Context: an optimization exercise on an open-source flow, tuned for small area and a short achievable clock period. The choices shown serve that exercise and are no tape-out recipe.
The RTL was checked by simulation tests, not by an equivalence proof against the original design.
Power is estimated from default activity; no workload was simulated.

[constraint.sdc]
create_clock -name core_clock -period 110.0 [get_ports {CLK}]
set_input_delay 22.0000 -clock core_clock [delete_from_list [all_inputs] [get_ports {CLK}]]
set_output_delay 22.0000 -clock core_clock [all_outputs]
set_load 0.01 [all_outputs]
[config.mk]
export PLATFORM = sky130hd
export DESIGN_NAME = ALU
export DESIGN_NICKNAME = ALU
export VERILOG_FILES = /design/flow/design.v
export SDC_FILE = /design/flow/constraint.sdc
export NUM_CORES = 4
export LEC_CHECK = 0
export CAP_MARGIN = 20
export CORE_MARGIN = 2
export CORE_UTILIZATION = 40
export SLEW_MARGIN = 20
export SYNTH_HIERARCHICAL = 1
export SYNTH_MINIMUM_KEEP_SIZE = 0
[design.v]
module ALU #(parameter Data_Width = 8) (
	input wire [Data_Width-1:0]     A, B,
	input wire [3:0]                ALU_FUN,
	input wire                      CLK, RST,
	input wire                      Enable,
	output reg [(2*Data_Width)-1:0] alu_out,
	output reg                      out_valid
);
	genvar i, j;
	wire       sub = ALU_FUN[0] | ALU_FUN[3];
	wire [7:0] bx  = B ^ {8{sub}};
	wire [8:0] ac;
	wire [7:0] as;
	assign ac[0] = sub;
	generate
		for (i = 0; i < 8; i = i + 1) begin : g_add
			alu_fa u_fa (.a(A[i]), .b(bx[i]), .c(ac[i]), .s(as[i]), .co(ac[i+1]));
		end
	endgenerate
	wire geq = ac[8];               
	wire eq  = ~|as;                
	wire [8:0]  ms [0:7];
	wire [15:0] prod;
	assign ms[0] = {1'b0, A & {8{B[0]}}};
	assign prod[0] = ms[0][0];
	generate
		for (j = 1; j < 8; j = j + 1) begin : g_mrow
			wire [7:0] x = ms[j-1][8:1];
			wire [7:0] y = A & {8{B[j]}};
			wire [8:0] c;
			for (i = 0; i < 8; i = i + 1) begin : g_mcell
				if (i == 0) begin : g_lsb
					alu_ha u_ha (.a(x[0]), .b(y[0]), .s(ms[j][0]), .co(c[1]));
				end else if (j == 1 && i == 7) begin : g_msb
					alu_ha u_ha (.a(y[7]), .b(c[7]), .s(ms[j][7]), .co(c[8]));
				end else begin : g_fa
					alu_fa u_fa (.a(x[i]), .b(y[i]), .c(c[i]), .s(ms[j][i]), .co(c[i+1]));
				end
			end
			assign ms[j][8] = c[8];
			assign prod[j] = ms[j][0];
		end
	endgenerate
	assign prod[15:8] = ms[7][8:1];
	wire [8:0] bz;
	assign bz[8] = 1'b1;
	generate
		for (i = 7; i >= 0; i = i - 1) begin : g_bz
			assign bz[i] = bz[i+1] & ~B[i];
		end
	endgenerate
	wire [7:0] nb = ~B;
	wire [7:0] q;
	wire [7:0] r [1:8];
	assign r[8] = 8'd0;
	generate
		for (i = 7; i >= 0; i = i - 1) begin : g_drow
			localparam W = 8 - i;
			wire [W-1:0] t;
			if (W == 1) begin : g_t1
				assign t = A[i];
			end else begin : g_tn
				assign t = {r[i+1][W-2:0], A[i]};
			end
			wire [W:0]   bc;
			wire [W-1:0] d;
			assign d[0]  = t[0] ^ B[0];
			assign bc[1] = t[0] | nb[0];
			for (j = 1; j < W; j = j + 1) begin : g_dcell
				if (i > 0) begin : g_full
					alu_fa u_fa (.a(t[j]), .b(nb[j]), .c(bc[j]), .s(d[j]), .co(bc[j+1]));
				end else begin : g_carry
					assign d[j] = 1'b0;
					alu_maj u_maj (.a(t[j]), .b(nb[j]), .c(bc[j]), .co(bc[j+1]));
				end
			end
			assign q[i] = bz[W] & bc[W];
			if (i > 0) begin : g_mux
				assign r[i] = {{(8-W){1'b0}}, (q[i] ? d : t)};
			end
		end
	endgenerate
	wire bnz = ~bz[0];
	wire [3:0] F = ALU_FUN;
	wire e = Enable;
	wire sADD = e & (F == 4'h0);
	wire sSUB = e & (F == 4'h1);
	wire sAS  = e & (F[3:1] == 3'b000);
	wire sMUL = e & (F == 4'h2);
	wire sDIV = e & (F == 4'h3) & bnz;
	wire sSHR = e & (F == 4'hD);
	wire sSHL = e & (F == 4'hE);
	wire sHI  = e & ((F == 4'h6) | (F == 4'h7) | (F == 4'h9));
	wire t3  = e & ((F == 4'h4) | (F == 4'h5) | (F == 4'h9));
	wire t12 = e & ((F == 4'h5) | (F == 4'h6) | (F == 4'h8));
	wire t0  = e & ((F == 4'h6) | (F == 4'h7) | (F == 4'h9));
	wire [7:0] lo;
	wire [8:0] ar = {1'b0, A};
	wire [8:0] al = {A, 1'b0};
	generate for (i = 0; i < 8; i = i + 1) begin : g_lo
		alu_lobit u_lo (.a(A[i]), .b(B[i]), .s(as[i]), .p(prod[i]), .q(q[i]), .r(ar[i+1]), .l(al[i]),
			.t3(t3), .t12(t12), .t0(t0), .sas(sAS), .smul(sMUL), .sdiv(sDIV), .sshr(sSHR), .sshl(sSHL),
			.o(lo[i]));
	end endgenerate
	wire [7:0] hi = (prod[15:8] & {8{sMUL}}) | {8{sHI}} | {8{sSUB & ~geq}}
	              | {7'd0, (sADD & geq) | (sSHL & A[7])};
	wire c0 = e & (((F == 4'hA) & eq) | ((F == 4'hC) & ~geq));
	wire c1 = e & (((F == 4'hB) & geq & ~eq) | ((F == 4'hC) & ~geq));
	wire [15:0] res = {hi, lo[7:2], lo[1] | c1, lo[0] | c0};
	wire        vld = e & (F != 4'hF);
	always @(posedge CLK or negedge RST) begin
		if (!RST) begin
			alu_out   <= 16'd0;
			out_valid <= 1'b0;
		end else begin
			alu_out   <= res;
			out_valid <= vld;
		end
	end
endmodule
module alu_fa (input wire a, b, c, output wire s, co);
	assign s  = a ^ b ^ c;
	assign co = (a & b) | (c & (a ^ b));
endmodule
module alu_ha (input wire a, b, output wire s, co);
	assign s  = a ^ b;
	assign co = a & b;
endmodule
module alu_maj (input wire a, b, c, output wire co);
	assign co = (a & b) | (c & (a | b));
endmodule
module alu_lobit (input wire a, b, s, p, q, r, l, t3, t12, t0, sas, smul, sdiv, sshr, sshl,
                  output wire o);
	wire lu = b ? (a ? t3 : t12) : (a ? t12 : t0);
	assign o = lu | (s & sas) | (p & smul) | (q & sdiv) | (r & sshr) | (l & sshl);
endmodule
[flow/run.sh]
#!/bin/bash
# Standard ORFS layout, but with the smallest buffer on every input and output port.
set -euo pipefail
bash standard.sh BUFFER_PORTS_ARGS="-buffer_cell sky130_fd_sc_hd__buf_1" finish > standard_make.log 2>&1
[standard.sh]
#!/bin/bash
# synth_recipe.tcl (not shown) runs the flow's synth.tcl, then flattens the netlist and writes it again
# the make line also repeats each setting of config.mk as NAME=value (left out here)
make -C /OpenROAD-flow-scripts/flow DESIGN_CONFIG=/design/flow/config.mk WORK_HOME=/design/flow/orfs CLKGATE_MAP_FILE= SYNTH_SCRIPT=/design/flow/synth_recipe.tcl "${@:-finish}"
==> results.txt <==
==> worst min-delay path by stage <==
stage	end	from
finish	alu_out[6]$_DFF_PN0_	RST
global route	alu_out[6]$_DFF_PN0_	RST
CTS	alu_out[6]$_DFF_PN0_	RST
detailed placement	alu_out[7]$_DFF_PN0_	RST
global placement	alu_out[1]$_DFF_PN0_	RST
floorplan	alu_out[0]$_DFF_PN0_	RST
==> where the power goes <==
| part | internal [mW] | switching (mW) |
|---|---|---|
| Combinational | 0.0218 | 0.0258 |
| Clock | 0.00251 | 0.00205 |
| Sequential | 0.00701 | 0.000187 |
==> worst max-delay path, delay by kind of cell <==
family	cells	cell delay [ps]
compound gates	8	1290
fa+ha+maj	29	11230
buf+inv	5	1640
simple gates	15	2590
==> cells in the mapped netlist (all sizes together) (5+ instances only) <==
cell type   n  share of area
mux2        7          0.021
and2       10          0.015
nor2       80          0.073
a221oi      8          0.017
xor2        8          0.017
nand2b      5         0.0076
inv        19          0.017
nor3b       8          0.015
dfrtp      17           0.10
xnor2       8          0.017
clkbuf      9         0.0082
clkinv     12          0.011
nand4       9          0.014
maj3        7          0.019
nand3      13          0.016
o21ai       6          0.010
a222oi      8          0.019
nor3        7         0.0085
a21oi       8         0.0097
nand2      27          0.025
a21o        9          0.016
ha         22          0.067
fa         77           0.37
==> per-module statistics from Yosys (local to each module, per instance) <==
module / times used / flip-flops and latches
alu_fa: 77 / 0
alu_ha: 8 / 0
alu_lobit: 8 / 0
alu_maj: 7 / 0
ALU: 1 / 17
==> routing by layer <==
layer | GRT usage | up-vias | routed length [um]
met1 | 0.2975 | 1697 | 5032
met2 | 0.3456 | 147 | 5235
li1 | - | 1573 | -
met3 | 0.02041 | 22 | 718
met4 | 0.07331 | 0 | 346
met5 | 0 | - | 0
==> kinds of logic after synthesis <==
kind of cell	count (synthesis)
buffers and inverters	44
flip-flops	17
AND/OR/NAND/NOR	177
adder cells (fa/ha/maj)	106
other	1
XOR/XNOR	16
multiplexers	8
AO/OA/AOI/OAI	64
==> sequential cells by signal, summed over array words and instances, names as in the netlist <==
name       count
alu_out       16
out_valid      1
==> cell type report <==
cell class	instances	share of cell area
Clock inverter	1	0.001120
Multi-Input combinational cell	373	0.7892
Sequential cell	17	0.09518
Inverter	31	0.02604
Tap cell	136	0.03807
Timing Repair Buffer	44	0.04115
Clock buffer	3	0.009239
==> results_dict.tcl <==
set metrics [dict create \
    outcome "no timing/DRC/antenna violations" \
    number_of_buffers_inserted_for_hold_repair_after_clock_tree_synthesis 0 \
    crit_required_ps 110140 \
    final_standard_cell_utilization_of_the_core 0.4388 \
    detail_route.drc_violations 0 \
    synth_compound_area_frac 0.1293 \
    core-area_um2 10180 \
    adder_cell_fraction_of_synth_area 0.4588 \
    hold_violations 0 \
    placedInstanceArea_um2 4423 \
    powerDensity_nw_per_um2 13.28 \
    gr-total-overflow 0 \
    setup_slack_ps 71380 \
    num_antenna_cells 0 \
    worst_setup_path_startpoint "A[7]" \
    viasPerCell 5.684 \
    vdd_drop_max_v 0.000006947 \
    drt-wirelength-per-cell_um 18.73 \
    fp.dieW_um 105.6 \
    area_used_by_sequential_logic_in_the_layout_um2 425.4 \
    post_synth.cell_area_avg_um2 9.541 \
    synthXorXnorAreaFrac 0.03392 \
    finalPower_uw 59.36 \
    dp_hpwl_um 8888 \
    antenna_violating_nets_post_route 0 \
    share_of_layout_cells_above_drive_strength_1 0.07249 \
    critical_path.endpoint_type "flop" \
    cts_htree_levels 1 \
    setup_tns_after_final_layout_ps 0 \
    fin_area_um2 4469 \
    maxCapViolations 0 \
    min-delay-path-class "in -> async" \
    preCtsSetupSlack_ps 71180 \
    main_combinational_cell_family_by_area_after_synthesis "adder cells" \
    worst_path_most_repeated_cell "fa_1" \
    slew_viol_final 0 \
    finalCritPeriodShare 0.3511 \
    design.die.area_um2 11160 \
    final_net_count 592 \
    cellLeakagePower_nw 1.926 \
    timing.critical_path.arrival_ps 38760 \
    cp_slowest_cell "buf_1" \
    chipHeight_um 105.6 \
    synth-seq-area-share 0.1030 \
    layout_commonest_cell "nor2_1" \
    initial_core_util 0.4057 \
    num_rows 37 \
    drt_first_pass_iters 6 \
    crit_end "alu_out[0]$_DFF_PN0_" \
    grt_use_total 0.2124 \
    grt_pass1_vias 3561 \
    filler_cell_count 1048 \
    async_reset_ff_frac 1.000 \
    clk_pin_slew_worst_paths_ps 70 \
    synthToLayoutAreaGrowth_pct 8.177 \
    clkSinkCount 17 \
    crit_type "in -> reg" \
    layout.cells.most_common_list "80 x nor2_1, 77 x fa_1, 39 x buf_1" \
    cts-root-buf "clkbuf_8" \
    total_via_count_after_detailed_routing 3439 \
    port-buffer-count 39 \
    cts_buffer_depth 2 \
    cts_tree "done" \
    syn_inst 433 \
    synth_flop_cell "dfrtp_1" \
    grt_setup_unrepaired "false" \
    cts-resized-gates 0 \
    top_level_pins 40 \
    max_clock_freq_mhz 25.89 \
    multiInputGateArea_um2 3527 \
    numPlacedInstances 601 \
    cp_slowest_stage_delay_ps 560 \
    final_cell_count_no_fill 605 \
    synthDistinctLibCells 61 \
    cp-start-kind "input port" \
    totalWireLength_um 11330 \
    gp_routability_congestion 0.8510 \
    worstMarginPinSlew_ps 1102 \
    crit_path_max_fanout 11 \
    setup-violations-final 0 \
    synth.cell_area_um2 4131 \
    worst_hold_slack_ps 21850 \
    grt_start_max_net_pins 22 \
    synth_simple_gate_area_share 0.2065 \
    yosys-mux-area-fraction 0.02332 \
    detailedRoute.firstIterationViolations 331 \
    numCtsBuffers 3 \
    shortest_period_the_worst_path_allows_ps 38620 \
    number_of_synthesized_flops_with_an_enable_pin 0 \
    relSlewSlack 0.2606 \
    grt_pass1_wl_um 18800 \
    synth.yosys.warnings 7 \
    post-cts-setup-buffer-count 0 \
    ys_seq_elements 17 \
    antenna_found_initial 0 \
]

==> re-timing with driven ports <==
The flow's constraints put no driver on any port. The routed layout listed below was extracted and timed again, unchanged, in two steps. Step 1, drivers: a clkbuf_16 drives CLK and a buf_2 each remaining input, both assumed. Step 2 also shifts input and output timing later by t, the mid clock arrival at the registers, as if the neighbouring blocks saw the same clock. a / b / c = ideal ports / drivers / drivers and shift; a / b = the first two.
t (ns): 0.273
slack for setup (ns): 71.379 / 71.380 / 71.107
worst hold slack (ns): 21.846 / 21.845 / 22.118
worst setup path after step 2: input to register
After both steps setup and hold are still met in this run. The setup slack of this run moves by +0.001 ns with the drivers and by -0.272 ns with both steps.
